This design comes from an exercise in tuning for small area and a short achievable clock period on the open sky130 flow, not from production work.
Function was checked by simulation only, so behaviour that the tests miss may differ from the original.

==> flow/design.v (excerpt) <==
module RISCV_Top(
    input clk,
    input rst,
    output [31:0] imem_addr,
    input  [31:0] imem_rdata,
    output [31:0] dmem_addr,
    output [31:0] dmem_wdata,
    output dmem_we,
    input  [31:0] dmem_rdata,
    output [31:0] ResultW
);
    reg  [31:0] PCF;
    reg  [6:0]  InstrOpD;
    reg  [31:7] InstrHiD;
    reg  [31:0] PCD;
    wire [31:0] InstrD = {InstrHiD, InstrOpD};
    wire        PCSrcE;
    wire [31:0] PCTargetE;
    wire [31:0] PCNext = PCSrcE ? PCTargetE : PCF + 32'd4;
    always @(posedge clk or posedge rst) begin
        if (rst) begin
            PCF         <= 32'd0;
            InstrOpD    <= 7'd0;
        end else begin
            PCF         <= {PCNext[31:1], 1'b0};
            InstrOpD    <= imem_rdata[6:0];
        end
    end
    always @(posedge clk) begin
        InstrHiD     <= imem_rdata[31:7];
        PCD          <= PCF;
    end
    assign imem_addr = PCF;
    wire [6:0] op     = InstrD[6:0];
    wire [2:0] funct3 = InstrD[14:12];
    wire [6:0] funct7 = InstrD[31:25];
    wire [4:0] rs1D   = InstrD[19:15];
    wire [4:0] rs2D   = InstrD[24:20];
    wire [4:0] rdD    = InstrD[11:7];
    wire isLoad   = (op == 7'b0000011);
    wire isOpImm  = (op == 7'b0010011);
    wire isOp     = (op == 7'b0110011);
    wire isStore  = (op == 7'b0100011);
  ...
For scale: roughly 1400 flip-flops, about 200 I/O pins.
==> flow/config.mk <==
export PLATFORM = sky130hd
export DESIGN_NAME = RISCV_Top
export DESIGN_NICKNAME = RISCV_Top
export VERILOG_FILES = /design/flow/design.v
export SDC_FILE = /design/flow/constraint.sdc
export NUM_CORES = 4
export LEC_CHECK = 0
export ABC_AREA = 1
export CAP_MARGIN = 20
export CORE_MARGIN = 2
export CORE_UTILIZATION = 40
export CTS_BUF_LIST = sky130_fd_sc_hd__clkbuf_4 sky130_fd_sc_hd__clkbuf_8
export SLEW_MARGIN = 20
==> flow/constraint.sdc <==
create_clock -name core_clock -period 250.0 [get_ports {clk}]
set_input_delay 50.0000 -clock core_clock [delete_from_list [all_inputs] [get_ports {clk}]]
set_output_delay 50.0000 -clock core_clock [all_outputs]
set_load 0.01 [all_outputs]
standard.sh (not shown) runs the stock make flow with config.mk's settings and CLKGATE_MAP_FILE= SYNTH_SCRIPT=/design/flow/synth_recipe.tcl, a recipe that flattens the netlist after the stock synthesis.
==> flow/flow/run.sh <==
#!/bin/bash
set -euo pipefail
bash standard.sh SETUP_SLACK_MARGIN=198 SKIP_PIN_SWAP=1 SKIP_GATE_CLONING=1 finish > standard_make.log 2>&1
Then changed:
--- a/flow/design.v
+++ b/flow/design.v
@@ -1,12 +1,11 @@
 `timescale 1ns / 1ps
 module Division(
     input  [31:0] A, B,
-    input         IsDiv,
-    output [31:0] Y
+    output [31:0] Div, Rem
 );
     wire [31:0] ua = A[31] ? -A : A;
     wire [31:0] ub = B[31] ? -B : B;
     wire [33:0] b3 = {2'b00, ub} + {1'b0, ub, 1'b0};
     wire [31:0] quo;
     wire [31:0] rr [0:16];
     assign rr[0] = 32'd0;
@@ -42,19 +41,17 @@
             if (j == 15) begin : r15
                 assign rr[16] = rn;
             end else begin : rj
                 assign rr[j+1] = {{(32-W){1'b0}}, rn};
             end
         end
     endgenerate
-    wire        bz  = ~|B;
-    wire [31:0] mag = IsDiv ? quo : rr[16];
-    wire        neg = A[31] ^ (IsDiv & B[31]);
-    wire [31:0] sgd = neg ? -mag : mag;
-    assign Y = (IsDiv & bz) ? 32'hFFFFFFFF : sgd;
+    wire bz = ~|B;
+    assign Div = bz ? 32'hFFFFFFFF : ((A[31] ^ B[31]) ? -quo : quo);
+    assign Rem = A[31] ? -rr[16] : rr[16];
 endmodule
 `timescale 1ns / 1ps
 module Mul(
     input  [31:0] A, B,
     output [31:0] P
 );
     wire one0 = B[0] ^ 1'b0;
@@ -1030,16 +1027,16 @@
         fAM <= mA; fAW <= ~mA & wA;
         fBM <= ~ALUSrcD & mB; fBW <= ~ALUSrcD & ~mB & wB;
         fSM <= mB; fSW <= ~mB & wB;
     end
     wire [31:0] SrcA  = fAM ? ALUResultMi : fAW ? ResultWi : RD1E;
     wire [31:0] SrcB  = fBM ? ALUResultMi : fBW ? ResultWi : BopE;
     wire [31:0] WData = fSM ? ALUResultMi : fSW ? ResultWi : RD2E;
-    wire [31:0] DivRem;
-    Division DIV (.A(SrcA), .B(SrcB), .IsDiv(divE), .Y(DivRem));
+    wire [31:0] Div, Rem;
+    Division DIV (.A(SrcA), .B(SrcB), .Div(Div), .Rem(Rem));
     wire [31:0] sum;
     wire        cout;
     assign {cout, sum} = {1'b0, SrcA} + {1'b0, subE ? ~SrcB : SrcB} + {32'd0, subE};
     wire [31:0] prod;
     Mul MUL (.A(SrcA), .B(SrcB), .P(prod));
     wire        big = |SrcB[31:5];
     wire [31:0] SrcAr;
@@ -1056,15 +1053,16 @@
         for (gi = 0; gi < 32; gi = gi + 1) begin : rev_s
             assign shl[gi] = shr[31-gi];
         end
     endgenerate
     wire [31:0] ALUResultE =
           ({32{addsubE}} & sum)
         | ({32{mulE}}    & prod)
-        | ({32{divE | remE}} & DivRem)
+        | ({32{divE}}    & Div)
+        | ({32{remE}}    & Rem)
         | ({32{xorE}}    & (SrcA ^ SrcB))
         | ({32{orE}}     & (SrcA | SrcB))
         | ({32{andE}}    & (SrcA & SrcB))
         | ({32{sltuE}}   & {31'd0, ~cout})
         | ({32{sllE & ~big}} & shl)
         | ({32{srlE & ~big}} & shr);
     assign PCSrcE    = BranchE & ~|sum;
After rerunning:
- final area came out higher slightly
- synthesized cell count increases slightly
- utilization goes up by 0.22 points
- routed wire length increases by a few percent
- global-route usage rose by 1.9 points
- critical path depth does not change
- fmax is about the same
- hold slack is worse by 4.8 ps
- register-to-register slack is worse by 460 ps
- die area hardly moves

-- static timing again, ports no longer ideal --
In the flow no input, the clock included, has a driving cell. The finished layouts below were timed again as built, in two steps.
Step 1 sets driving cells, clkbuf_16 on the clock port and buf_2 on the other inputs (assumed; they add their load-dependent delay and slew).
Step 2 also shifts input and output timing later by t, the mid clock arrival at the registers, as if the neighbouring blocks saw the same clock.
Slacks: ideal ports / drivers / drivers and shift; pairs: ideal ports / drivers.
run | t (ns) | setup WS [ns] | worst hold slack (ns) | pins driven straight from the clock port
the first run | 1.024 | 198.022 / 197.962 / 197.863 | 0.349 / 0.349 / 0.349 | 1
the second run | 1.058 | 198.083 / 197.996 / 197.947 | 0.345 / 0.345 / 0.345 | 1
After both steps every run listed still meets setup and hold. The setup slack of the first run, which loses most, moves by -0.060 ns with the drivers and by -0.159 ns with both steps. The worst setup slack also covers recovery checks on asynchronous resets.
